This is an optimization exercise on Yosys and OpenROAD, whose aim is small area and a short achievable clock period, not a production implementation. Function was checked by simulation only, so behaviour that the tests miss may differ from the original. No activity file was given, so power comes from the tool's default toggle rates.

## run.sh

```bash
#!/bin/bash
# synth_recipe.tcl (not shown) runs the flow's synth.tcl, then flattens the netlist and writes it again
# the make line also repeats each setting of config.mk as NAME=value (left out here)
make -C /OpenROAD-flow-scripts/flow DESIGN_CONFIG=/design/flow/config.mk WORK_HOME=/design/flow/orfs CLKGATE_MAP_FILE= SYNTH_SCRIPT=/design/flow/synth_recipe.tcl finish
```

## config.mk

```make
export PLATFORM = sky130hd
export DESIGN_NAME = fir_3tap
export DESIGN_NICKNAME = fir_3tap
export VERILOG_FILES = /design/flow/design.v
export SDC_FILE = /design/flow/constraint.sdc
export NUM_CORES = 4
export LEC_CHECK = 0
export CAP_MARGIN = 20
export CORE_MARGIN = 2
export CORE_UTILIZATION = 40
export SLEW_MARGIN = 20
export SYNTH_HIERARCHICAL = 1
export SYNTH_MINIMUM_KEEP_SIZE = 0
```

## constraint.sdc

```tcl
create_clock -name core_clock -period 12.5 [get_ports {clk}]
set_input_delay 2.5000 -clock core_clock [delete_from_list [all_inputs] [get_ports {clk}]]
set_output_delay 2.5000 -clock core_clock [all_outputs]
set_load 0.01 [all_outputs]
```

## design.v

```verilog
module full_adder(output sum,
                  output carry_out,
                  input x,
                  input y,
                  input carry_in);
assign sum = x ^ y ^ carry_in;
assign carry_out = (x & y) | (x & carry_in) | (y & carry_in);
endmodule
module half_adder_n(output sum_n,
                    output carry_n,
                    input a_n,
                    input b_n);
xnor_n xs(sum_n, a_n, b_n);
or_n oc(carry_n, a_n, b_n);
endmodule
module xnor_n(output y, input a, input b);
assign y = ~(a ^ b);
endmodule
module or_n(output y, input a, input b);
assign y = a | b;
endmodule
module fir_3tap (input clk,
                 input [7:0] Xin,
                 input [7:0] H0,
                 input [7:0] H1,
                 input [7:0] H2,
                 output reg [15:0] Yout);
reg [15:0] Q1n, Q2n;
wire t2_p0_0 = ~(Xin[0] & H2[0]);
wire t2_p0_1 = ~(Xin[0] & H2[1]);
wire t2_p0_2 = ~(Xin[0] & H2[2]);
wire t2_p0_3 = ~(Xin[0] & H2[3]);
wire t2_p0_4 = ~(Xin[0] & H2[4]);
wire t2_p0_5 = ~(Xin[0] & H2[5]);
wire t2_p0_6 = ~(Xin[0] & H2[6]);
wire t2_p0_7 = ~(Xin[0] & H2[7]);
wire t2_p1_0 = ~(Xin[1] & H2[0]);
wire t2_p1_1 = ~(Xin[1] & H2[1]);
wire t2_p1_2 = ~(Xin[1] & H2[2]);
wire t2_p1_3 = ~(Xin[1] & H2[3]);
wire t2_p1_4 = ~(Xin[1] & H2[4]);
wire t2_p1_5 = ~(Xin[1] & H2[5]);
wire t2_p1_6 = ~(Xin[1] & H2[6]);
wire t2_p1_7 = ~(Xin[1] & H2[7]);
wire t2_p2_0 = ~(Xin[2] & H2[0]);
wire t2_p2_1 = ~(Xin[2] & H2[1]);
wire t2_p2_2 = ~(Xin[2] & H2[2]);
wire t2_p2_3 = ~(Xin[2] & H2[3]);
wire t2_p2_4 = ~(Xin[2] & H2[4]);
wire t2_p2_5 = ~(Xin[2] & H2[5]);
wire t2_p2_6 = ~(Xin[2] & H2[6]);
wire t2_p2_7 = ~(Xin[2] & H2[7]);
wire t2_p3_0 = ~(Xin[3] & H2[0]);
wire t2_p3_1 = ~(Xin[3] & H2[1]);
wire t2_p3_2 = ~(Xin[3] & H2[2]);
wire t2_p3_3 = ~(Xin[3] & H2[3]);
wire t2_p3_4 = ~(Xin[3] & H2[4]);
wire t2_p3_5 = ~(Xin[3] & H2[5]);
wire t2_p3_6 = ~(Xin[3] & H2[6]);
wire t2_p3_7 = ~(Xin[3] & H2[7]);
wire t2_p4_0 = ~(Xin[4] & H2[0]);
wire t2_p4_1 = ~(Xin[4] & H2[1]);
wire t2_p4_2 = ~(Xin[4] & H2[2]);
wire t2_p4_3 = ~(Xin[4] & H2[3]);
wire t2_p4_4 = ~(Xin[4] & H2[4]);
wire t2_p4_5 = ~(Xin[4] & H2[5]);
wire t2_p4_6 = ~(Xin[4] & H2[6]);
wire t2_p4_7 = ~(Xin[4] & H2[7]);
wire t2_p5_0 = ~(Xin[5] & H2[0]);
wire t2_p5_1 = ~(Xin[5] & H2[1]);
wire t2_p5_2 = ~(Xin[5] & H2[2]);
wire t2_p5_3 = ~(Xin[5] & H2[3]);
wire t2_p5_4 = ~(Xin[5] & H2[4]);
wire t2_p5_5 = ~(Xin[5] & H2[5]);
wire t2_p5_6 = ~(Xin[5] & H2[6]);
wire t2_p5_7 = ~(Xin[5] & H2[7]);
wire t2_p6_0 = ~(Xin[6] & H2[0]);
wire t2_p6_1 = ~(Xin[6] & H2[1]);
wire t2_p6_2 = ~(Xin[6] & H2[2]);
wire t2_p6_3 = ~(Xin[6] & H2[3]);
wire t2_p6_4 = ~(Xin[6] & H2[4]);
wire t2_p6_5 = ~(Xin[6] & H2[5]);
wire t2_p6_6 = ~(Xin[6] & H2[6]);
wire t2_p6_7 = ~(Xin[6] & H2[7]);
wire t2_p7_0 = ~(Xin[7] & H2[0]);
wire t2_p7_1 = ~(Xin[7] & H2[1]);
wire t2_p7_2 = ~(Xin[7] & H2[2]);
wire t2_p7_3 = ~(Xin[7] & H2[3]);
wire t2_p7_4 = ~(Xin[7] & H2[4]);
wire t2_p7_5 = ~(Xin[7] & H2[5]);
wire t2_p7_6 = ~(Xin[7] & H2[6]);
wire t2_p7_7 = ~(Xin[7] & H2[7]);
wire t2_s0, t2_c0;
half_adder_n t2_ha1 (t2_s0, t2_c0, t2_p0_6, t2_p1_5);
wire t2_s1, t2_c1;
full_adder t2_fa2 (t2_s1, t2_c1, t2_p0_7, t2_p1_6, t2_p2_5);
wire t2_s2, t2_c2;
half_adder_n t2_ha3 (t2_s2, t2_c2, t2_p3_4, t2_p4_3);
wire t2_s3, t2_c3;
full_adder t2_fa4 (t2_s3, t2_c3, t2_p1_7, t2_p2_6, t2_p3_5);
wire t2_s4, t2_c4;
half_adder_n t2_ha5 (t2_s4, t2_c4, t2_p4_4, t2_p5_3);
wire t2_s5, t2_c5;
full_adder t2_fa6 (t2_s5, t2_c5, t2_p2_7, t2_p3_6, t2_p4_5);
wire t2_s6, t2_c6;
half_adder_n t2_ha7 (t2_s6, t2_c6, t2_p0_4, t2_p1_3);
wire t2_s7, t2_c7;
full_adder t2_fa8 (t2_s7, t2_c7, t2_p0_5, t2_p1_4, t2_p2_3);
wire t2_s8, t2_c8;
half_adder_n t2_ha9 (t2_s8, t2_c8, t2_p3_2, t2_p4_1);
wire t2_s9, t2_c9;
full_adder t2_fa10 (t2_s9, t2_c9, t2_p2_4, t2_p3_3, t2_p4_2);
wire t2_s10, t2_c10;
full_adder t2_fa11 (t2_s10, t2_c10, t2_p5_1, t2_p6_0, t2_s0);
wire t2_s11, t2_c11;
full_adder t2_fa12 (t2_s11, t2_c11, t2_p5_2, t2_p6_1, t2_p7_0);
wire t2_s12, t2_c12;
full_adder t2_fa13 (t2_s12, t2_c12, t2_c0, t2_s2, t2_s1);
wire t2_s13, t2_c13;
full_adder t2_fa14 (t2_s13, t2_c13, t2_p6_2, t2_p7_1, t2_c2);
wire t2_s14, t2_c14;
full_adder t2_fa15 (t2_s14, t2_c14, t2_s4, t2_c1, t2_s3);
wire t2_s15, t2_c15;
full_adder t2_fa16 (t2_s15, t2_c15, t2_p5_4, t2_p6_3, t2_p7_2);
wire t2_s16, t2_c16;
full_adder t2_fa17 (t2_s16, t2_c16, t2_c4, t2_c3, t2_s5);
wire t2_s17, t2_c17;
full_adder t2_fa18 (t2_s17, t2_c17, t2_p3_7, t2_p4_6, t2_p5_5);
wire t2_s18, t2_c18;
full_adder t2_fa19 (t2_s18, t2_c18, t2_p6_4, t2_p7_3, t2_c5);
wire t2_s19, t2_c19;
full_adder t2_fa20 (t2_s19, t2_c19, t2_p4_7, t2_p5_6, t2_p6_5);
wire t2_s20, t2_c20;
half_adder_n t2_ha21 (t2_s20, t2_c20, t2_p0_3, t2_p1_2);
wire t2_s21, t2_c21;
full_adder t2_fa22 (t2_s21, t2_c21, t2_p2_2, t2_p3_1, t2_p4_0);
wire t2_s22, t2_c22;
full_adder t2_fa23 (t2_s22, t2_c22, t2_p5_0, t2_c6, t2_s8);
wire t2_s23, t2_c23;
full_adder t2_fa24 (t2_s23, t2_c23, t2_c8, t2_c7, t2_s9);
wire t2_s24, t2_c24;
full_adder t2_fa25 (t2_s24, t2_c24, t2_c9, t2_s11, t2_c10);
wire t2_s25, t2_c25;
full_adder t2_fa26 (t2_s25, t2_c25, t2_c11, t2_s13, t2_c12);
wire t2_s26, t2_c26;
full_adder t2_fa27 (t2_s26, t2_c26, t2_s15, t2_c13, t2_c14);
wire t2_s27, t2_c27;
full_adder t2_fa28 (t2_s27, t2_c27, t2_c15, t2_s17, t2_c16);
wire t2_s28, t2_c28;
full_adder t2_fa29 (t2_s28, t2_c28, t2_p7_4, t2_c17, t2_s19);
wire t2_s29, t2_c29;
full_adder t2_fa30 (t2_s29, t2_c29, t2_p5_7, t2_p6_6, t2_p7_5);
wire t2_s30, t2_c30;
half_adder_n t2_ha31 (t2_s30, t2_c30, t2_p0_2, t2_p1_1);
wire t2_s31, t2_c31;
full_adder t2_fa32 (t2_s31, t2_c31, t2_p2_1, t2_p3_0, t2_s20);
wire t2_s32, t2_c32;
full_adder t2_fa33 (t2_s32, t2_c32, t2_c20, t2_s6, t2_s21);
wire t2_s33, t2_c33;
full_adder t2_fa34 (t2_s33, t2_c33, t2_c21, t2_s7, t2_s22);
wire t2_s34, t2_c34;
full_adder t2_fa35 (t2_s34, t2_c34, t2_c22, t2_s10, t2_s23);
wire t2_s35, t2_c35;
full_adder t2_fa36 (t2_s35, t2_c35, t2_c23, t2_s12, t2_s24);
wire t2_s36, t2_c36;
full_adder t2_fa37 (t2_s36, t2_c36, t2_s14, t2_c24, t2_s25);
wire t2_s37, t2_c37;
full_adder t2_fa38 (t2_s37, t2_c37, t2_s16, t2_c25, t2_s26);
wire t2_s38, t2_c38;
full_adder t2_fa39 (t2_s38, t2_c38, t2_s18, t2_c26, t2_s27);
wire t2_s39, t2_c39;
full_adder t2_fa40 (t2_s39, t2_c39, t2_c18, t2_s28, t2_c27);
wire t2_s40, t2_c40;
full_adder t2_fa41 (t2_s40, t2_c40, t2_c19, t2_s29, t2_c28);
wire t2_s41, t2_c41;
full_adder t2_fa42 (t2_s41, t2_c41, t2_p6_7, t2_p7_6, t2_c29);
wire [15:0] t2_g, t2_p, t2_sn;
assign t2_g[0] = t2_p0_0 & 1'b1;
assign t2_p[0] = t2_p0_0 ^ 1'b1;
assign t2_g[1] = t2_p0_1 & t2_p1_0;
assign t2_p[1] = t2_p0_1 ^ t2_p1_0;
assign t2_g[2] = t2_s30 & t2_p2_0;
assign t2_p[2] = t2_s30 ^ t2_p2_0;
assign t2_g[3] = t2_c30 & t2_s31;
assign t2_p[3] = t2_c30 ^ t2_s31;
assign t2_g[4] = t2_c31 & t2_s32;
assign t2_p[4] = t2_c31 ^ t2_s32;
assign t2_g[5] = t2_c32 & t2_s33;
assign t2_p[5] = t2_c32 ^ t2_s33;
assign t2_g[6] = t2_c33 & t2_s34;
assign t2_p[6] = t2_c33 ^ t2_s34;
assign t2_g[7] = t2_c34 & t2_s35;
assign t2_p[7] = t2_c34 ^ t2_s35;
assign t2_g[8] = t2_c35 & t2_s36;
assign t2_p[8] = t2_c35 ^ t2_s36;
assign t2_g[9] = t2_c36 & t2_s37;
assign t2_p[9] = t2_c36 ^ t2_s37;
assign t2_g[10] = t2_c37 & t2_s38;
assign t2_p[10] = t2_c37 ^ t2_s38;
assign t2_g[11] = t2_c38 & t2_s39;
assign t2_p[11] = t2_c38 ^ t2_s39;
assign t2_g[12] = t2_c39 & t2_s40;
assign t2_p[12] = t2_c39 ^ t2_s40;
assign t2_g[13] = t2_c40 & t2_s41;
assign t2_p[13] = t2_c40 ^ t2_s41;
assign t2_g[14] = t2_c41 & t2_p7_7;
assign t2_p[14] = t2_c41 ^ t2_p7_7;
assign t2_g[15] = 1'b1 & 1'b1;
assign t2_p[15] = 1'b1 ^ 1'b1;
wire t2_G0 = t2_g[1] | (t2_p[1] & (t2_g[0] | t2_p[0]));
wire t2_P0 = t2_p[1] & t2_p[0];
wire t2_G1 = t2_g[3] | (t2_p[3] & t2_g[2]);
wire t2_P1 = t2_p[3] & t2_p[2];
wire t2_G2 = t2_g[5] | (t2_p[5] & t2_g[4]);
wire t2_P2 = t2_p[5] & t2_p[4];
wire t2_G3 = t2_g[7] | (t2_p[7] & t2_g[6]);
wire t2_P3 = t2_p[7] & t2_p[6];
wire t2_G4 = t2_g[9] | (t2_p[9] & t2_g[8]);
wire t2_P4 = t2_p[9] & t2_p[8];
wire t2_G5 = t2_g[11] | (t2_p[11] & t2_g[10]);
wire t2_P5 = t2_p[11] & t2_p[10];
wire t2_G6 = t2_g[13] | (t2_p[13] & t2_g[12]);
wire t2_P6 = t2_p[13] & t2_p[12];
wire t2_G7 = t2_G1 | (t2_P1 & t2_G0);
wire t2_P7 = t2_P1 & t2_P0;
wire t2_G8 = t2_G3 | (t2_P3 & t2_G2);
wire t2_P8 = t2_P3 & t2_P2;
wire t2_G9 = t2_G5 | (t2_P5 & t2_G4);
wire t2_P9 = t2_P5 & t2_P4;
wire t2_G10 = t2_G8 | (t2_P8 & t2_G7);
wire t2_P10 = t2_P8 & t2_P7;
wire t2_G11 = t2_G9 | (t2_P9 & t2_G10);
wire t2_P11 = t2_P9 & t2_P10;
wire t2_G12 = t2_G2 | (t2_P2 & t2_G7);
wire t2_P12 = t2_P2 & t2_P7;
wire t2_G13 = t2_G4 | (t2_P4 & t2_G10);
wire t2_P13 = t2_P4 & t2_P10;
wire t2_G14 = t2_G6 | (t2_P6 & t2_G11);
wire t2_P14 = t2_P6 & t2_P11;
wire t2_G15 = t2_g[2] | (t2_p[2] & t2_G0);
wire t2_P15 = t2_p[2] & t2_P0;
wire t2_G16 = t2_g[4] | (t2_p[4] & t2_G7);
wire t2_P16 = t2_p[4] & t2_P7;
wire t2_G17 = t2_g[6] | (t2_p[6] & t2_G12);
wire t2_P17 = t2_p[6] & t2_P12;
wire t2_G18 = t2_g[8] | (t2_p[8] & t2_G10);
wire t2_P18 = t2_p[8] & t2_P10;
wire t2_G19 = t2_g[10] | (t2_p[10] & t2_G13);
wire t2_P19 = t2_p[10] & t2_P13;
wire t2_G20 = t2_g[12] | (t2_p[12] & t2_G11);
wire t2_P20 = t2_p[12] & t2_P11;
wire t2_G21 = t2_g[14] | (t2_p[14] & t2_G14);
wire t2_P21 = t2_p[14] & t2_P14;
assign t2_sn[0] = ~t2_p[0];
assign t2_sn[1] = t2_p[1] ^ (t2_g[0] | t2_p[0]);
assign t2_sn[2] = t2_p[2] ^ t2_G0;
assign t2_sn[3] = t2_p[3] ^ t2_G15;
assign t2_sn[4] = t2_p[4] ^ t2_G7;
assign t2_sn[5] = t2_p[5] ^ t2_G16;
assign t2_sn[6] = t2_p[6] ^ t2_G12;
assign t2_sn[7] = t2_p[7] ^ t2_G17;
assign t2_sn[8] = t2_p[8] ^ t2_G10;
assign t2_sn[9] = t2_p[9] ^ t2_G18;
assign t2_sn[10] = t2_p[10] ^ t2_G13;
assign t2_sn[11] = t2_p[11] ^ t2_G19;
assign t2_sn[12] = t2_p[12] ^ t2_G11;
assign t2_sn[13] = t2_p[13] ^ t2_G20;
assign t2_sn[14] = t2_p[14] ^ t2_G14;
assign t2_sn[15] = t2_p[15] ^ t2_G21;
wire t1_p0_0 = ~(Xin[0] & H1[0]);
wire t1_p0_1 = ~(Xin[0] & H1[1]);
wire t1_p0_2 = ~(Xin[0] & H1[2]);
wire t1_p0_3 = ~(Xin[0] & H1[3]);
wire t1_p0_4 = ~(Xin[0] & H1[4]);
wire t1_p0_5 = ~(Xin[0] & H1[5]);
wire t1_p0_6 = ~(Xin[0] & H1[6]);
wire t1_p0_7 = ~(Xin[0] & H1[7]);
wire t1_p1_0 = ~(Xin[1] & H1[0]);
wire t1_p1_1 = ~(Xin[1] & H1[1]);
wire t1_p1_2 = ~(Xin[1] & H1[2]);
wire t1_p1_3 = ~(Xin[1] & H1[3]);
wire t1_p1_4 = ~(Xin[1] & H1[4]);
wire t1_p1_5 = ~(Xin[1] & H1[5]);
wire t1_p1_6 = ~(Xin[1] & H1[6]);
wire t1_p1_7 = ~(Xin[1] & H1[7]);
wire t1_p2_0 = ~(Xin[2] & H1[0]);
wire t1_p2_1 = ~(Xin[2] & H1[1]);
wire t1_p2_2 = ~(Xin[2] & H1[2]);
wire t1_p2_3 = ~(Xin[2] & H1[3]);
wire t1_p2_4 = ~(Xin[2] & H1[4]);
wire t1_p2_5 = ~(Xin[2] & H1[5]);
wire t1_p2_6 = ~(Xin[2] & H1[6]);
wire t1_p2_7 = ~(Xin[2] & H1[7]);
wire t1_p3_0 = ~(Xin[3] & H1[0]);
wire t1_p3_1 = ~(Xin[3] & H1[1]);
wire t1_p3_2 = ~(Xin[3] & H1[2]);
wire t1_p3_3 = ~(Xin[3] & H1[3]);
wire t1_p3_4 = ~(Xin[3] & H1[4]);
wire t1_p3_5 = ~(Xin[3] & H1[5]);
wire t1_p3_6 = ~(Xin[3] & H1[6]);
wire t1_p3_7 = ~(Xin[3] & H1[7]);
wire t1_p4_0 = ~(Xin[4] & H1[0]);
wire t1_p4_1 = ~(Xin[4] & H1[1]);
wire t1_p4_2 = ~(Xin[4] & H1[2]);
wire t1_p4_3 = ~(Xin[4] & H1[3]);
wire t1_p4_4 = ~(Xin[4] & H1[4]);
wire t1_p4_5 = ~(Xin[4] & H1[5]);
wire t1_p4_6 = ~(Xin[4] & H1[6]);
wire t1_p4_7 = ~(Xin[4] & H1[7]);
wire t1_p5_0 = ~(Xin[5] & H1[0]);
wire t1_p5_1 = ~(Xin[5] & H1[1]);
wire t1_p5_2 = ~(Xin[5] & H1[2]);
wire t1_p5_3 = ~(Xin[5] & H1[3]);
wire t1_p5_4 = ~(Xin[5] & H1[4]);
wire t1_p5_5 = ~(Xin[5] & H1[5]);
wire t1_p5_6 = ~(Xin[5] & H1[6]);
wire t1_p5_7 = ~(Xin[5] & H1[7]);
wire t1_p6_0 = ~(Xin[6] & H1[0]);
wire t1_p6_1 = ~(Xin[6] & H1[1]);
wire t1_p6_2 = ~(Xin[6] & H1[2]);
wire t1_p6_3 = ~(Xin[6] & H1[3]);
wire t1_p6_4 = ~(Xin[6] & H1[4]);
wire t1_p6_5 = ~(Xin[6] & H1[5]);
wire t1_p6_6 = ~(Xin[6] & H1[6]);
wire t1_p6_7 = ~(Xin[6] & H1[7]);
wire t1_p7_0 = ~(Xin[7] & H1[0]);
wire t1_p7_1 = ~(Xin[7] & H1[1]);
wire t1_p7_2 = ~(Xin[7] & H1[2]);
wire t1_p7_3 = ~(Xin[7] & H1[3]);
wire t1_p7_4 = ~(Xin[7] & H1[4]);
wire t1_p7_5 = ~(Xin[7] & H1[5]);
wire t1_p7_6 = ~(Xin[7] & H1[6]);
wire t1_p7_7 = ~(Xin[7] & H1[7]);
wire t1_s0, t1_c0;
half_adder_n t1_ha1 (t1_s0, t1_c0, Q1n[5], t1_p0_5);
wire t1_s1, t1_c1;
full_adder t1_fa2 (t1_s1, t1_c1, Q1n[6], t1_p0_6, t1_p1_5);
wire t1_s2, t1_c2;
half_adder_n t1_ha3 (t1_s2, t1_c2, t1_p2_4, t1_p3_3);
wire t1_s3, t1_c3;
full_adder t1_fa4 (t1_s3, t1_c3, Q1n[7], t1_p0_7, t1_p1_6);
wire t1_s4, t1_c4;
full_adder t1_fa5 (t1_s4, t1_c4, t1_p2_5, t1_p3_4, t1_p4_3);
wire t1_s5, t1_c5;
half_adder_n t1_ha6 (t1_s5, t1_c5, t1_p5_2, t1_p6_1);
wire t1_s6, t1_c6;
full_adder t1_fa7 (t1_s6, t1_c6, Q1n[8], t1_p1_7, t1_p2_6);
wire t1_s7, t1_c7;
full_adder t1_fa8 (t1_s7, t1_c7, t1_p3_5, t1_p4_4, t1_p5_3);
wire t1_s8, t1_c8;
half_adder_n t1_ha9 (t1_s8, t1_c8, t1_p6_2, t1_p7_1);
wire t1_s9, t1_c9;
full_adder t1_fa10 (t1_s9, t1_c9, Q1n[9], t1_p2_7, t1_p3_6);
wire t1_s10, t1_c10;
full_adder t1_fa11 (t1_s10, t1_c10, t1_p4_5, t1_p5_4, t1_p6_3);
wire t1_s11, t1_c11;
full_adder t1_fa12 (t1_s11, t1_c11, Q1n[10], t1_p3_7, t1_p4_6);
wire t1_s12, t1_c12;
half_adder_n t1_ha13 (t1_s12, t1_c12, Q1n[3], t1_p0_3);
wire t1_s13, t1_c13;
full_adder t1_fa14 (t1_s13, t1_c13, Q1n[4], t1_p0_4, t1_p1_3);
wire t1_s14, t1_c14;
half_adder_n t1_ha15 (t1_s14, t1_c14, t1_p2_2, t1_p3_1);
wire t1_s15, t1_c15;
full_adder t1_fa16 (t1_s15, t1_c15, t1_p1_4, t1_p2_3, t1_p3_2);
wire t1_s16, t1_c16;
full_adder t1_fa17 (t1_s16, t1_c16, t1_p4_1, t1_p5_0, t1_s0);
wire t1_s17, t1_c17;
full_adder t1_fa18 (t1_s17, t1_c17, t1_p4_2, t1_p5_1, t1_p6_0);
wire t1_s18, t1_c18;
full_adder t1_fa19 (t1_s18, t1_c18, t1_c0, t1_s2, t1_s1);
wire t1_s19, t1_c19;
full_adder t1_fa20 (t1_s19, t1_c19, t1_p7_0, t1_c2, t1_s5);
wire t1_s20, t1_c20;
full_adder t1_fa21 (t1_s20, t1_c20, t1_c1, t1_s3, t1_s4);
wire t1_s21, t1_c21;
full_adder t1_fa22 (t1_s21, t1_c21, t1_c5, t1_s8, t1_c3);
wire t1_s22, t1_c22;
full_adder t1_fa23 (t1_s22, t1_c22, t1_c4, t1_s6, t1_s7);
wire t1_s23, t1_c23;
full_adder t1_fa24 (t1_s23, t1_c23, t1_p7_2, t1_c8, t1_c6);
wire t1_s24, t1_c24;
full_adder t1_fa25 (t1_s24, t1_c24, t1_c7, t1_s10, t1_s9);
wire t1_s25, t1_c25;
full_adder t1_fa26 (t1_s25, t1_c25, t1_p5_5, t1_p6_4, t1_p7_3);
wire t1_s26, t1_c26;
full_adder t1_fa27 (t1_s26, t1_c26, t1_c10, t1_c9, t1_s11);
wire t1_s27, t1_c27;
full_adder t1_fa28 (t1_s27, t1_c27, Q1n[11], t1_p4_7, t1_p5_6);
wire t1_s28, t1_c28;
full_adder t1_fa29 (t1_s28, t1_c28, t1_p6_5, t1_p7_4, t1_c11);
wire t1_s29, t1_c29;
full_adder t1_fa30 (t1_s29, t1_c29, Q1n[12], t1_p5_7, t1_p6_6);
wire t1_s30, t1_c30;
half_adder_n t1_ha31 (t1_s30, t1_c30, Q1n[2], t1_p0_2);
wire t1_s31, t1_c31;
full_adder t1_fa32 (t1_s31, t1_c31, t1_p1_2, t1_p2_1, t1_p3_0);
wire t1_s32, t1_c32;
full_adder t1_fa33 (t1_s32, t1_c32, t1_p4_0, t1_c12, t1_s14);
wire t1_s33, t1_c33;
full_adder t1_fa34 (t1_s33, t1_c33, t1_c14, t1_c13, t1_s15);
wire t1_s34, t1_c34;
full_adder t1_fa35 (t1_s34, t1_c34, t1_c15, t1_s17, t1_c16);
wire t1_s35, t1_c35;
full_adder t1_fa36 (t1_s35, t1_c35, t1_c17, t1_s19, t1_c18);
wire t1_s36, t1_c36;
full_adder t1_fa37 (t1_s36, t1_c36, t1_c19, t1_c20, t1_s21);
wire t1_s37, t1_c37;
full_adder t1_fa38 (t1_s37, t1_c37, t1_c21, t1_c22, t1_s23);
wire t1_s38, t1_c38;
full_adder t1_fa39 (t1_s38, t1_c38, t1_s25, t1_c23, t1_c24);
wire t1_s39, t1_c39;
full_adder t1_fa40 (t1_s39, t1_c39, t1_c25, t1_s27, t1_c26);
wire t1_s40, t1_c40;
full_adder t1_fa41 (t1_s40, t1_c40, t1_p7_5, t1_c27, t1_s29);
wire t1_s41, t1_c41;
full_adder t1_fa42 (t1_s41, t1_c41, Q1n[13], t1_p6_7, t1_p7_6);
wire t1_s42, t1_c42;
half_adder_n t1_ha43 (t1_s42, t1_c42, Q1n[1], t1_p0_1);
wire t1_s43, t1_c43;
full_adder t1_fa44 (t1_s43, t1_c43, t1_p1_1, t1_p2_0, t1_s30);
wire t1_s44, t1_c44;
full_adder t1_fa45 (t1_s44, t1_c44, t1_c30, t1_s12, t1_s31);
wire t1_s45, t1_c45;
full_adder t1_fa46 (t1_s45, t1_c45, t1_c31, t1_s13, t1_s32);
wire t1_s46, t1_c46;
full_adder t1_fa47 (t1_s46, t1_c46, t1_c32, t1_s16, t1_s33);
wire t1_s47, t1_c47;
full_adder t1_fa48 (t1_s47, t1_c47, t1_c33, t1_s18, t1_s34);
wire t1_s48, t1_c48;
full_adder t1_fa49 (t1_s48, t1_c48, t1_s20, t1_c34, t1_s35);
wire t1_s49, t1_c49;
full_adder t1_fa50 (t1_s49, t1_c49, t1_s22, t1_c35, t1_s36);
wire t1_s50, t1_c50;
full_adder t1_fa51 (t1_s50, t1_c50, t1_s24, t1_c36, t1_s37);
wire t1_s51, t1_c51;
full_adder t1_fa52 (t1_s51, t1_c51, t1_s26, t1_c37, t1_s38);
wire t1_s52, t1_c52;
full_adder t1_fa53 (t1_s52, t1_c52, t1_s28, t1_c38, t1_s39);
wire t1_s53, t1_c53;
full_adder t1_fa54 (t1_s53, t1_c53, t1_c28, t1_s40, t1_c39);
wire t1_s54, t1_c54;
full_adder t1_fa55 (t1_s54, t1_c54, t1_c29, t1_s41, t1_c40);
wire t1_s55, t1_c55;
full_adder t1_fa56 (t1_s55, t1_c55, Q1n[14], t1_p7_7, t1_c41);
wire [15:0] t1_g, t1_p, t1_sn;
assign t1_g[0] = Q1n[0] & t1_p0_0;
assign t1_p[0] = Q1n[0] ^ t1_p0_0;
assign t1_g[1] = t1_s42 & t1_p1_0;
assign t1_p[1] = t1_s42 ^ t1_p1_0;
assign t1_g[2] = t1_c42 & t1_s43;
assign t1_p[2] = t1_c42 ^ t1_s43;
assign t1_g[3] = t1_c43 & t1_s44;
assign t1_p[3] = t1_c43 ^ t1_s44;
assign t1_g[4] = t1_c44 & t1_s45;
assign t1_p[4] = t1_c44 ^ t1_s45;
assign t1_g[5] = t1_c45 & t1_s46;
assign t1_p[5] = t1_c45 ^ t1_s46;
assign t1_g[6] = t1_c46 & t1_s47;
assign t1_p[6] = t1_c46 ^ t1_s47;
assign t1_g[7] = t1_c47 & t1_s48;
assign t1_p[7] = t1_c47 ^ t1_s48;
assign t1_g[8] = t1_c48 & t1_s49;
assign t1_p[8] = t1_c48 ^ t1_s49;
assign t1_g[9] = t1_c49 & t1_s50;
assign t1_p[9] = t1_c49 ^ t1_s50;
assign t1_g[10] = t1_c50 & t1_s51;
assign t1_p[10] = t1_c50 ^ t1_s51;
assign t1_g[11] = t1_c51 & t1_s52;
assign t1_p[11] = t1_c51 ^ t1_s52;
assign t1_g[12] = t1_c52 & t1_s53;
assign t1_p[12] = t1_c52 ^ t1_s53;
assign t1_g[13] = t1_c53 & t1_s54;
assign t1_p[13] = t1_c53 ^ t1_s54;
assign t1_g[14] = t1_c54 & t1_s55;
assign t1_p[14] = t1_c54 ^ t1_s55;
assign t1_g[15] = t1_c55 & Q1n[15];
assign t1_p[15] = t1_c55 ^ Q1n[15];
wire t1_G0 = t1_g[1] | (t1_p[1] & (t1_g[0] | t1_p[0]));
wire t1_P0 = t1_p[1] & t1_p[0];
wire t1_G1 = t1_g[3] | (t1_p[3] & t1_g[2]);
wire t1_P1 = t1_p[3] & t1_p[2];
wire t1_G2 = t1_g[5] | (t1_p[5] & t1_g[4]);
wire t1_P2 = t1_p[5] & t1_p[4];
wire t1_G3 = t1_g[7] | (t1_p[7] & t1_g[6]);
wire t1_P3 = t1_p[7] & t1_p[6];
wire t1_G4 = t1_g[9] | (t1_p[9] & t1_g[8]);
wire t1_P4 = t1_p[9] & t1_p[8];
wire t1_G5 = t1_g[11] | (t1_p[11] & t1_g[10]);
wire t1_P5 = t1_p[11] & t1_p[10];
wire t1_G6 = t1_g[13] | (t1_p[13] & t1_g[12]);
wire t1_P6 = t1_p[13] & t1_p[12];
wire t1_G7 = t1_G1 | (t1_P1 & t1_G0);
wire t1_P7 = t1_P1 & t1_P0;
wire t1_G8 = t1_G3 | (t1_P3 & t1_G2);
wire t1_P8 = t1_P3 & t1_P2;
wire t1_G9 = t1_G5 | (t1_P5 & t1_G4);
wire t1_P9 = t1_P5 & t1_P4;
wire t1_G10 = t1_G8 | (t1_P8 & t1_G7);
wire t1_P10 = t1_P8 & t1_P7;
wire t1_G11 = t1_G9 | (t1_P9 & t1_G10);
wire t1_P11 = t1_P9 & t1_P10;
wire t1_G12 = t1_G2 | (t1_P2 & t1_G7);
wire t1_P12 = t1_P2 & t1_P7;
wire t1_G13 = t1_G4 | (t1_P4 & t1_G10);
wire t1_P13 = t1_P4 & t1_P10;
wire t1_G14 = t1_G6 | (t1_P6 & t1_G11);
wire t1_P14 = t1_P6 & t1_P11;
wire t1_G15 = t1_g[2] | (t1_p[2] & t1_G0);
wire t1_P15 = t1_p[2] & t1_P0;
wire t1_G16 = t1_g[4] | (t1_p[4] & t1_G7);
wire t1_P16 = t1_p[4] & t1_P7;
wire t1_G17 = t1_g[6] | (t1_p[6] & t1_G12);
wire t1_P17 = t1_p[6] & t1_P12;
wire t1_G18 = t1_g[8] | (t1_p[8] & t1_G10);
wire t1_P18 = t1_p[8] & t1_P10;
wire t1_G19 = t1_g[10] | (t1_p[10] & t1_G13);
wire t1_P19 = t1_p[10] & t1_P13;
wire t1_G20 = t1_g[12] | (t1_p[12] & t1_G11);
wire t1_P20 = t1_p[12] & t1_P11;
wire t1_G21 = t1_g[14] | (t1_p[14] & t1_G14);
wire t1_P21 = t1_p[14] & t1_P14;
assign t1_sn[0] = ~t1_p[0];
assign t1_sn[1] = t1_p[1] ^ (t1_g[0] | t1_p[0]);
assign t1_sn[2] = t1_p[2] ^ t1_G0;
assign t1_sn[3] = t1_p[3] ^ t1_G15;
assign t1_sn[4] = t1_p[4] ^ t1_G7;
assign t1_sn[5] = t1_p[5] ^ t1_G16;
assign t1_sn[6] = t1_p[6] ^ t1_G12;
assign t1_sn[7] = t1_p[7] ^ t1_G17;
assign t1_sn[8] = t1_p[8] ^ t1_G10;
assign t1_sn[9] = t1_p[9] ^ t1_G18;
assign t1_sn[10] = t1_p[10] ^ t1_G13;
assign t1_sn[11] = t1_p[11] ^ t1_G19;
assign t1_sn[12] = t1_p[12] ^ t1_G11;
assign t1_sn[13] = t1_p[13] ^ t1_G20;
assign t1_sn[14] = t1_p[14] ^ t1_G14;
assign t1_sn[15] = t1_p[15] ^ t1_G21;
wire t0_p0_0 = ~(Xin[0] & H0[0]);
wire t0_p0_1 = ~(Xin[0] & H0[1]);
wire t0_p0_2 = ~(Xin[0] & H0[2]);
wire t0_p0_3 = ~(Xin[0] & H0[3]);
wire t0_p0_4 = ~(Xin[0] & H0[4]);
wire t0_p0_5 = ~(Xin[0] & H0[5]);
wire t0_p0_6 = ~(Xin[0] & H0[6]);
wire t0_p0_7 = ~(Xin[0] & H0[7]);
wire t0_p1_0 = ~(Xin[1] & H0[0]);
wire t0_p1_1 = ~(Xin[1] & H0[1]);
wire t0_p1_2 = ~(Xin[1] & H0[2]);
wire t0_p1_3 = ~(Xin[1] & H0[3]);
wire t0_p1_4 = ~(Xin[1] & H0[4]);
wire t0_p1_5 = ~(Xin[1] & H0[5]);
wire t0_p1_6 = ~(Xin[1] & H0[6]);
wire t0_p1_7 = ~(Xin[1] & H0[7]);
wire t0_p2_0 = ~(Xin[2] & H0[0]);
wire t0_p2_1 = ~(Xin[2] & H0[1]);
wire t0_p2_2 = ~(Xin[2] & H0[2]);
wire t0_p2_3 = ~(Xin[2] & H0[3]);
wire t0_p2_4 = ~(Xin[2] & H0[4]);
wire t0_p2_5 = ~(Xin[2] & H0[5]);
wire t0_p2_6 = ~(Xin[2] & H0[6]);
wire t0_p2_7 = ~(Xin[2] & H0[7]);
wire t0_p3_0 = ~(Xin[3] & H0[0]);
wire t0_p3_1 = ~(Xin[3] & H0[1]);
wire t0_p3_2 = ~(Xin[3] & H0[2]);
wire t0_p3_3 = ~(Xin[3] & H0[3]);
wire t0_p3_4 = ~(Xin[3] & H0[4]);
wire t0_p3_5 = ~(Xin[3] & H0[5]);
wire t0_p3_6 = ~(Xin[3] & H0[6]);
wire t0_p3_7 = ~(Xin[3] & H0[7]);
wire t0_p4_0 = ~(Xin[4] & H0[0]);
wire t0_p4_1 = ~(Xin[4] & H0[1]);
wire t0_p4_2 = ~(Xin[4] & H0[2]);
wire t0_p4_3 = ~(Xin[4] & H0[3]);
wire t0_p4_4 = ~(Xin[4] & H0[4]);
wire t0_p4_5 = ~(Xin[4] & H0[5]);
wire t0_p4_6 = ~(Xin[4] & H0[6]);
wire t0_p4_7 = ~(Xin[4] & H0[7]);
wire t0_p5_0 = ~(Xin[5] & H0[0]);
wire t0_p5_1 = ~(Xin[5] & H0[1]);
wire t0_p5_2 = ~(Xin[5] & H0[2]);
wire t0_p5_3 = ~(Xin[5] & H0[3]);
wire t0_p5_4 = ~(Xin[5] & H0[4]);
wire t0_p5_5 = ~(Xin[5] & H0[5]);
wire t0_p5_6 = ~(Xin[5] & H0[6]);
wire t0_p5_7 = ~(Xin[5] & H0[7]);
wire t0_p6_0 = ~(Xin[6] & H0[0]);
wire t0_p6_1 = ~(Xin[6] & H0[1]);
wire t0_p6_2 = ~(Xin[6] & H0[2]);
wire t0_p6_3 = ~(Xin[6] & H0[3]);
wire t0_p6_4 = ~(Xin[6] & H0[4]);
wire t0_p6_5 = ~(Xin[6] & H0[5]);
wire t0_p6_6 = ~(Xin[6] & H0[6]);
wire t0_p6_7 = ~(Xin[6] & H0[7]);
wire t0_p7_0 = ~(Xin[7] & H0[0]);
wire t0_p7_1 = ~(Xin[7] & H0[1]);
wire t0_p7_2 = ~(Xin[7] & H0[2]);
wire t0_p7_3 = ~(Xin[7] & H0[3]);
wire t0_p7_4 = ~(Xin[7] & H0[4]);
wire t0_p7_5 = ~(Xin[7] & H0[5]);
wire t0_p7_6 = ~(Xin[7] & H0[6]);
wire t0_p7_7 = ~(Xin[7] & H0[7]);
wire t0_s0, t0_c0;
half_adder_n t0_ha1 (t0_s0, t0_c0, Q2n[5], t0_p0_5);
wire t0_s1, t0_c1;
full_adder t0_fa2 (t0_s1, t0_c1, Q2n[6], t0_p0_6, t0_p1_5);
wire t0_s2, t0_c2;
half_adder_n t0_ha3 (t0_s2, t0_c2, t0_p2_4, t0_p3_3);
wire t0_s3, t0_c3;
full_adder t0_fa4 (t0_s3, t0_c3, Q2n[7], t0_p0_7, t0_p1_6);
wire t0_s4, t0_c4;
full_adder t0_fa5 (t0_s4, t0_c4, t0_p2_5, t0_p3_4, t0_p4_3);
wire t0_s5, t0_c5;
half_adder_n t0_ha6 (t0_s5, t0_c5, t0_p5_2, t0_p6_1);
wire t0_s6, t0_c6;
full_adder t0_fa7 (t0_s6, t0_c6, Q2n[8], t0_p1_7, t0_p2_6);
wire t0_s7, t0_c7;
full_adder t0_fa8 (t0_s7, t0_c7, t0_p3_5, t0_p4_4, t0_p5_3);
wire t0_s8, t0_c8;
half_adder_n t0_ha9 (t0_s8, t0_c8, t0_p6_2, t0_p7_1);
wire t0_s9, t0_c9;
full_adder t0_fa10 (t0_s9, t0_c9, Q2n[9], t0_p2_7, t0_p3_6);
wire t0_s10, t0_c10;
full_adder t0_fa11 (t0_s10, t0_c10, t0_p4_5, t0_p5_4, t0_p6_3);
wire t0_s11, t0_c11;
full_adder t0_fa12 (t0_s11, t0_c11, Q2n[10], t0_p3_7, t0_p4_6);
wire t0_s12, t0_c12;
half_adder_n t0_ha13 (t0_s12, t0_c12, Q2n[3], t0_p0_3);
wire t0_s13, t0_c13;
full_adder t0_fa14 (t0_s13, t0_c13, Q2n[4], t0_p0_4, t0_p1_3);
wire t0_s14, t0_c14;
half_adder_n t0_ha15 (t0_s14, t0_c14, t0_p2_2, t0_p3_1);
wire t0_s15, t0_c15;
full_adder t0_fa16 (t0_s15, t0_c15, t0_p1_4, t0_p2_3, t0_p3_2);
wire t0_s16, t0_c16;
full_adder t0_fa17 (t0_s16, t0_c16, t0_p4_1, t0_p5_0, t0_s0);
wire t0_s17, t0_c17;
full_adder t0_fa18 (t0_s17, t0_c17, t0_p4_2, t0_p5_1, t0_p6_0);
wire t0_s18, t0_c18;
full_adder t0_fa19 (t0_s18, t0_c18, t0_c0, t0_s2, t0_s1);
wire t0_s19, t0_c19;
full_adder t0_fa20 (t0_s19, t0_c19, t0_p7_0, t0_c2, t0_s5);
wire t0_s20, t0_c20;
full_adder t0_fa21 (t0_s20, t0_c20, t0_c1, t0_s3, t0_s4);
wire t0_s21, t0_c21;
full_adder t0_fa22 (t0_s21, t0_c21, t0_c5, t0_s8, t0_c3);
wire t0_s22, t0_c22;
full_adder t0_fa23 (t0_s22, t0_c22, t0_c4, t0_s6, t0_s7);
wire t0_s23, t0_c23;
full_adder t0_fa24 (t0_s23, t0_c23, t0_p7_2, t0_c8, t0_c6);
wire t0_s24, t0_c24;
full_adder t0_fa25 (t0_s24, t0_c24, t0_c7, t0_s10, t0_s9);
wire t0_s25, t0_c25;
full_adder t0_fa26 (t0_s25, t0_c25, t0_p5_5, t0_p6_4, t0_p7_3);
wire t0_s26, t0_c26;
full_adder t0_fa27 (t0_s26, t0_c26, t0_c10, t0_c9, t0_s11);
wire t0_s27, t0_c27;
full_adder t0_fa28 (t0_s27, t0_c27, Q2n[11], t0_p4_7, t0_p5_6);
wire t0_s28, t0_c28;
full_adder t0_fa29 (t0_s28, t0_c28, t0_p6_5, t0_p7_4, t0_c11);
wire t0_s29, t0_c29;
full_adder t0_fa30 (t0_s29, t0_c29, Q2n[12], t0_p5_7, t0_p6_6);
wire t0_s30, t0_c30;
half_adder_n t0_ha31 (t0_s30, t0_c30, Q2n[2], t0_p0_2);
wire t0_s31, t0_c31;
full_adder t0_fa32 (t0_s31, t0_c31, t0_p1_2, t0_p2_1, t0_p3_0);
wire t0_s32, t0_c32;
full_adder t0_fa33 (t0_s32, t0_c32, t0_p4_0, t0_c12, t0_s14);
wire t0_s33, t0_c33;
full_adder t0_fa34 (t0_s33, t0_c33, t0_c14, t0_c13, t0_s15);
wire t0_s34, t0_c34;
full_adder t0_fa35 (t0_s34, t0_c34, t0_c15, t0_s17, t0_c16);
wire t0_s35, t0_c35;
full_adder t0_fa36 (t0_s35, t0_c35, t0_c17, t0_s19, t0_c18);
wire t0_s36, t0_c36;
full_adder t0_fa37 (t0_s36, t0_c36, t0_c19, t0_c20, t0_s21);
wire t0_s37, t0_c37;
full_adder t0_fa38 (t0_s37, t0_c37, t0_c21, t0_c22, t0_s23);
wire t0_s38, t0_c38;
full_adder t0_fa39 (t0_s38, t0_c38, t0_s25, t0_c23, t0_c24);
wire t0_s39, t0_c39;
full_adder t0_fa40 (t0_s39, t0_c39, t0_c25, t0_s27, t0_c26);
wire t0_s40, t0_c40;
full_adder t0_fa41 (t0_s40, t0_c40, t0_p7_5, t0_c27, t0_s29);
wire t0_s41, t0_c41;
full_adder t0_fa42 (t0_s41, t0_c41, Q2n[13], t0_p6_7, t0_p7_6);
wire t0_s42, t0_c42;
half_adder_n t0_ha43 (t0_s42, t0_c42, Q2n[1], t0_p0_1);
wire t0_s43, t0_c43;
full_adder t0_fa44 (t0_s43, t0_c43, t0_p1_1, t0_p2_0, t0_s30);
wire t0_s44, t0_c44;
full_adder t0_fa45 (t0_s44, t0_c44, t0_c30, t0_s12, t0_s31);
wire t0_s45, t0_c45;
full_adder t0_fa46 (t0_s45, t0_c45, t0_c31, t0_s13, t0_s32);
wire t0_s46, t0_c46;
full_adder t0_fa47 (t0_s46, t0_c46, t0_c32, t0_s16, t0_s33);
wire t0_s47, t0_c47;
full_adder t0_fa48 (t0_s47, t0_c47, t0_c33, t0_s18, t0_s34);
wire t0_s48, t0_c48;
full_adder t0_fa49 (t0_s48, t0_c48, t0_s20, t0_c34, t0_s35);
wire t0_s49, t0_c49;
full_adder t0_fa50 (t0_s49, t0_c49, t0_s22, t0_c35, t0_s36);
wire t0_s50, t0_c50;
full_adder t0_fa51 (t0_s50, t0_c50, t0_s24, t0_c36, t0_s37);
wire t0_s51, t0_c51;
full_adder t0_fa52 (t0_s51, t0_c51, t0_s26, t0_c37, t0_s38);
wire t0_s52, t0_c52;
full_adder t0_fa53 (t0_s52, t0_c52, t0_s28, t0_c38, t0_s39);
wire t0_s53, t0_c53;
full_adder t0_fa54 (t0_s53, t0_c53, t0_c28, t0_s40, t0_c39);
wire t0_s54, t0_c54;
full_adder t0_fa55 (t0_s54, t0_c54, t0_c29, t0_s41, t0_c40);
wire t0_s55, t0_c55;
full_adder t0_fa56 (t0_s55, t0_c55, Q2n[14], t0_p7_7, t0_c41);
wire [15:0] t0_g, t0_p, t0_sn;
assign t0_g[0] = Q2n[0] & t0_p0_0;
assign t0_p[0] = Q2n[0] ^ t0_p0_0;
assign t0_g[1] = t0_s42 & t0_p1_0;
assign t0_p[1] = t0_s42 ^ t0_p1_0;
assign t0_g[2] = t0_c42 & t0_s43;
assign t0_p[2] = t0_c42 ^ t0_s43;
assign t0_g[3] = t0_c43 & t0_s44;
assign t0_p[3] = t0_c43 ^ t0_s44;
assign t0_g[4] = t0_c44 & t0_s45;
assign t0_p[4] = t0_c44 ^ t0_s45;
assign t0_g[5] = t0_c45 & t0_s46;
assign t0_p[5] = t0_c45 ^ t0_s46;
assign t0_g[6] = t0_c46 & t0_s47;
assign t0_p[6] = t0_c46 ^ t0_s47;
assign t0_g[7] = t0_c47 & t0_s48;
assign t0_p[7] = t0_c47 ^ t0_s48;
assign t0_g[8] = t0_c48 & t0_s49;
assign t0_p[8] = t0_c48 ^ t0_s49;
assign t0_g[9] = t0_c49 & t0_s50;
assign t0_p[9] = t0_c49 ^ t0_s50;
assign t0_g[10] = t0_c50 & t0_s51;
assign t0_p[10] = t0_c50 ^ t0_s51;
assign t0_g[11] = t0_c51 & t0_s52;
assign t0_p[11] = t0_c51 ^ t0_s52;
assign t0_g[12] = t0_c52 & t0_s53;
assign t0_p[12] = t0_c52 ^ t0_s53;
assign t0_g[13] = t0_c53 & t0_s54;
assign t0_p[13] = t0_c53 ^ t0_s54;
assign t0_g[14] = t0_c54 & t0_s55;
assign t0_p[14] = t0_c54 ^ t0_s55;
assign t0_g[15] = t0_c55 & Q2n[15];
assign t0_p[15] = t0_c55 ^ Q2n[15];
wire t0_G0 = t0_g[1] | (t0_p[1] & (t0_g[0] | t0_p[0]));
wire t0_P0 = t0_p[1] & t0_p[0];
wire t0_G1 = t0_g[3] | (t0_p[3] & t0_g[2]);
wire t0_P1 = t0_p[3] & t0_p[2];
wire t0_G2 = t0_g[5] | (t0_p[5] & t0_g[4]);
wire t0_P2 = t0_p[5] & t0_p[4];
wire t0_G3 = t0_g[7] | (t0_p[7] & t0_g[6]);
wire t0_P3 = t0_p[7] & t0_p[6];
wire t0_G4 = t0_g[9] | (t0_p[9] & t0_g[8]);
wire t0_P4 = t0_p[9] & t0_p[8];
wire t0_G5 = t0_g[11] | (t0_p[11] & t0_g[10]);
wire t0_P5 = t0_p[11] & t0_p[10];
wire t0_G6 = t0_g[13] | (t0_p[13] & t0_g[12]);
wire t0_P6 = t0_p[13] & t0_p[12];
wire t0_G7 = t0_G1 | (t0_P1 & t0_G0);
wire t0_P7 = t0_P1 & t0_P0;
wire t0_G8 = t0_G3 | (t0_P3 & t0_G2);
wire t0_P8 = t0_P3 & t0_P2;
wire t0_G9 = t0_G5 | (t0_P5 & t0_G4);
wire t0_P9 = t0_P5 & t0_P4;
wire t0_G10 = t0_G8 | (t0_P8 & t0_G7);
wire t0_P10 = t0_P8 & t0_P7;
wire t0_G11 = t0_G9 | (t0_P9 & t0_G10);
wire t0_P11 = t0_P9 & t0_P10;
wire t0_G12 = t0_G2 | (t0_P2 & t0_G7);
wire t0_P12 = t0_P2 & t0_P7;
wire t0_G13 = t0_G4 | (t0_P4 & t0_G10);
wire t0_P13 = t0_P4 & t0_P10;
wire t0_G14 = t0_G6 | (t0_P6 & t0_G11);
wire t0_P14 = t0_P6 & t0_P11;
wire t0_G15 = t0_g[2] | (t0_p[2] & t0_G0);
wire t0_P15 = t0_p[2] & t0_P0;
wire t0_G16 = t0_g[4] | (t0_p[4] & t0_G7);
wire t0_P16 = t0_p[4] & t0_P7;
wire t0_G17 = t0_g[6] | (t0_p[6] & t0_G12);
wire t0_P17 = t0_p[6] & t0_P12;
wire t0_G18 = t0_g[8] | (t0_p[8] & t0_G10);
wire t0_P18 = t0_p[8] & t0_P10;
wire t0_G19 = t0_g[10] | (t0_p[10] & t0_G13);
wire t0_P19 = t0_p[10] & t0_P13;
wire t0_G20 = t0_g[12] | (t0_p[12] & t0_G11);
wire t0_P20 = t0_p[12] & t0_P11;
wire t0_G21 = t0_g[14] | (t0_p[14] & t0_G14);
wire t0_P21 = t0_p[14] & t0_P14;
assign t0_sn[0] = ~t0_p[0];
assign t0_sn[1] = t0_p[1] ^ (t0_g[0] | t0_p[0]);
assign t0_sn[2] = t0_p[2] ^ t0_G0;
assign t0_sn[3] = t0_p[3] ^ t0_G15;
assign t0_sn[4] = t0_p[4] ^ t0_G7;
assign t0_sn[5] = t0_p[5] ^ t0_G16;
assign t0_sn[6] = t0_p[6] ^ t0_G12;
assign t0_sn[7] = t0_p[7] ^ t0_G17;
assign t0_sn[8] = t0_p[8] ^ t0_G10;
assign t0_sn[9] = t0_p[9] ^ t0_G18;
assign t0_sn[10] = t0_p[10] ^ t0_G13;
assign t0_sn[11] = t0_p[11] ^ t0_G19;
assign t0_sn[12] = t0_p[12] ^ t0_G11;
assign t0_sn[13] = t0_p[13] ^ t0_G20;
assign t0_sn[14] = t0_p[14] ^ t0_G14;
assign t0_sn[15] = t0_p[15] ^ t0_G21;
always @(posedge clk) begin
  Q1n  <= t2_sn;
  Q2n  <= t1_sn;
  Yout <= ~t0_sn;
end
endmodule
```

==> summary.txt <==
==> through the flow <==
stage / instance area, um^2 / total power, mW
CTS: 7320 / 2.07
global placement: 7150 / 1.85
global route: 7340 / 2.30
detailed placement: 7150 / 1.88
finish: 7340 / 2.01
floorplan: 6490 / 1.50
==> worst min path at each step <==
stage                        from  endpoint  slack (ns)
after global placement    Q2n[15]  Yout[15]        0.45
after detailed placement  Q2n[15]  Yout[15]        0.44
final                     Q2n[15]  Yout[15]        0.44
after global routing      Q2n[15]  Yout[15]        0.47
after floorplan           Q2n[15]  Yout[15]        0.41
after CTS                 Q2n[15]  Yout[15]        0.45
==> logic make-up after synthesis <==
family	synth area share, %
adder cells (fa/ha/maj)	55.0
XOR/XNOR	6.07
buffers and inverters	4.10
flip-flops	14.8
AO/OA/AOI/OAI	4.91
AND/OR/NAND/NOR	15.1
==> report_power, final <==
part | leakage, nW | switching (mW) | internal (mW)
sequential | 0.405 | 0.0280 | 0.266
combinational | 2.31 | 0.825 | 0.732
clock | 0.0871 | 0.0633 | 0.100
==> cells in the mapped netlist <==
cell	instances	area share [%]
o31ai_2	1	0.19
nand3_1	1	0.077
a21o_1	4	0.46
o21ai_0	5	0.39
o2111ai_1	1	0.13
a211oi_1	3	0.35
o21ai_1	3	0.23
o21a_2	1	0.13
o41ai_2	1	0.25
a32oi_1	1	0.13
a21oi_1	14	1.1
nand2b_1	1	0.096
dfxtp_1	48	15
buf_1	16	0.92
fa_1	154	47
nand2_1	196	11
nor3_1	1	0.077
o21ai_2	1	0.13
a211oi_2	2	0.39
clkbuf_1	20	1.2
nor2_1	7	0.40
xnor2_1	30	4.0
and3b_1	1	0.13
o211ai_1	4	0.46
and2_1	4	0.39
o21a_1	3	0.35
xor2_1	15	2.0
nand4_1	2	0.19
a31o_1	1	0.13
ha_1	39	7.5
nor2b_1	1	0.096
inv_1	35	2.0
or2_1	23	2.2
a31oi_1	1	0.096
nand3b_1	1	0.12
==> layout make-up <==
cell class                 instances  share of cell area [%]
clock inverter                     2                   0.529
timing repair buffer              54                    7.21
multi-input combinational        522                    71.8
tap                              216                    3.68
sequential                        48                    13.1
clock buffer                       6                    1.89
inverter                          35                    1.79
==> per-module statistics from Yosys (local to each module, per instance), excerpt <==
module,times used,cell area (um^2),cells inside
xnor_n,23,8.76,1
full_adder,131,20.0,1
fir_3tap,1,3530,464
or_n,23,6.26,1
==> registers in the layout, summed over array words and instances, names as in the netlist <==
name / count
Q1n: 16
Q2n: 16
Yout: 16
==> layer usage <==
metal  up-vias  global-route usage [%]  wire length (um)
li1       2027                       -                 -
met1      2281                    23.3              5890
met2       110                    28.0              6330
met3        16                    3.05               777
met4         0                    3.32               155
met5         -                       0                 0
==> impl_metrics.csv <==
group,metric,value,unit
global_route,grt_pass1_wl,23.9,mm
worst_setup_path,crit_fanout,24,
final_layout,fill_cells,1511,
final_layout,final_layout_size_suffix_gt1_share,3.00,%
drt,antenna_left,0,
clocking,cts.sinks,48,
die,ios,49,
final_layout,fin_util,46.2,%
final_layout,fin_cells,883,
die,die_width,131,um
worst_hold_path,hold_class,"reg2reg",
final_layout,synthToLayoutAreaGrowth,13.0,%
worst_setup_path,r2r_cells,12,
clocking,cts_inserted_buffers,5,
die,dieArea,17300,um^2
worst_setup_path,slowest_delay,1.15,ns
drt,via_per_inst,5.02,
worst_setup_path,path_cells,"clkdlybuf4s50_1 -> nand2_1 -> fa_1 -> fa_1 -> fa_1 -> fa_1 -> ha_1 -> a21oi_1 -> nor2_1 -> a211oi_1 -> a32oi_1 -> fa_1 -> xnor2_1",
clocking,clockBufferDepth,2,
place,place_inst,874,
synthesis,synth_area,6490,um^2
die,start_util,40.9,%
timing,setup_violations,0,
final_layout,multi_input_area,5270,um^2
worst_setup_path,crit_family,"adder cells",
place,dp_hpwl,10.4,mm
worst_setup_path,timing.rr.start,"Q2n[6]",
drt,wl_per_cell,14.9,um
die,core.rowCount,46,
global_route,grt_pass1_vias,4960,
worst_setup_path,crit_buf_inv,1,
timing,rsz0062_at_grt,"no",
drt,first_iter_violations,262,
clocking,clk_latency,0.30,ns
synthesis,yosys_warnings,7,
timing,fin_ws,5.23,ns
timing,layout_min_cycle_time,7.27,ns
timing,drv_slew,0,
timing,hold_violations,0,
final_layout,diodes,0,
final_layout,register_area,961,um^2
drt,drtPass1Iterations,5,
worst_hold_path,hold_depth,1,
clocking,cts_tree,"built",
worst_setup_path,crit_top_cell,"fa_1",
clocking,clk_pin_slew,0.07,ns
timing,clock.fmax,138,MHz
power_and_ir_drop,p_per_area,275,nW/um^2
final_layout,nNetsFinal,892,
outcome,outcome,"no timing/DRC/antenna violations",
worst_setup_path,startpoint_type,"input pin",
drt,drc,0,
worst_setup_path,worstPathArrival,7.45,ns
timing,period_share,58.1,%
synthesis,syn_inst,641,
synthesis,ys_types,35,
drt,dr_total_vias,4434,
synthesis,postSynthAreaPerCell,10.1,um^2
global_route,track_usage,16.9,%
clocking,postCtsSetupRepairBufs,0,
global_route,grt_overflow_total,0,
run,max_cap_violations,0,
worst_setup_path,rrSetupSlack,8.57,ns
timing,setup-tns-final,0,ns
global_route,grt_max_degree,25,
worst_setup_path,crit_path_end_kind,"flop",
place,port_buffers,48,
worst_setup_path,r2r-end,"Yout[15]",
power_and_ir_drop,irDropWorstVdd,0.133,mV
place,dp_slack,4.92,ns
timing,hold-worst-slack,0.445,ns
place,place_congestion,0.826,
global_route,antenna_found_initial,0,
clocking,htree_levels,2,
synthesis,synth_nets,867,
final_layout,final_common_cell,"nand2_1",
worst_setup_path,required,12.68,ns
die,core,15900,um^2
die,die_h,131,um
worst_setup_path,critPathSlowestCell,"clkdlybuf4s50_1",
final_layout,final_cell_mix,"nand2_1, fa_1, dfxtp_1, clkdlybuf4s50_1, ha_1",
timing,worstMarginPinSlew,1.03,ns
clocking,ctsRootBufferMaster,"clkbuf_16",
synthesis,synth-seq-area-share,14.8,%
worst_setup_path,path_class,"in2reg",
clocking,holdBufCountCts,0,
drt,wirelength,13.2,mm
timing,slew_headroom,31.4,%
clocking,cts_resized,0,
worst_setup_path,cp.depth,13,
synthesis,ys_ff_latch,48,
timing,fin_skew,0.00715,ns
power_and_ir_drop,p_leak,2.80,nW
worst_setup_path,critical_path.startpoint,"Xin[1]",
worst_setup_path,crit_end,"Q2n[15]",

==> afterwards: timing with drivers on the ports <==
Ports are ideal in the flow. The routed layout listed here was re-timed in OpenROAD.
Step 1: set_driving_cell puts a clkbuf_16 on clk and a buf_2 on each other input, an assumption about the parent block.
Step 2 moves the port delays by t, midway between the first and last clock arrival at a register: inputs arrive t later, outputs are due t later. That takes back most of the time a late clock gives input paths.
Slacks: ideal ports / drivers / drivers and shift; pairs: ideal ports / drivers.
t (ns): 0.331
setup WS [ns]: 5.235 / 5.242 / 4.912
worst hold slack (ns): 0.445 / 0.445 / 0.445
worst register clock-pin slew, ns: 0.07 / 0.07
After both steps setup and hold are still met in this run. The setup slack of this run moves by +0.007 ns with the drivers and by -0.323 ns with both steps.
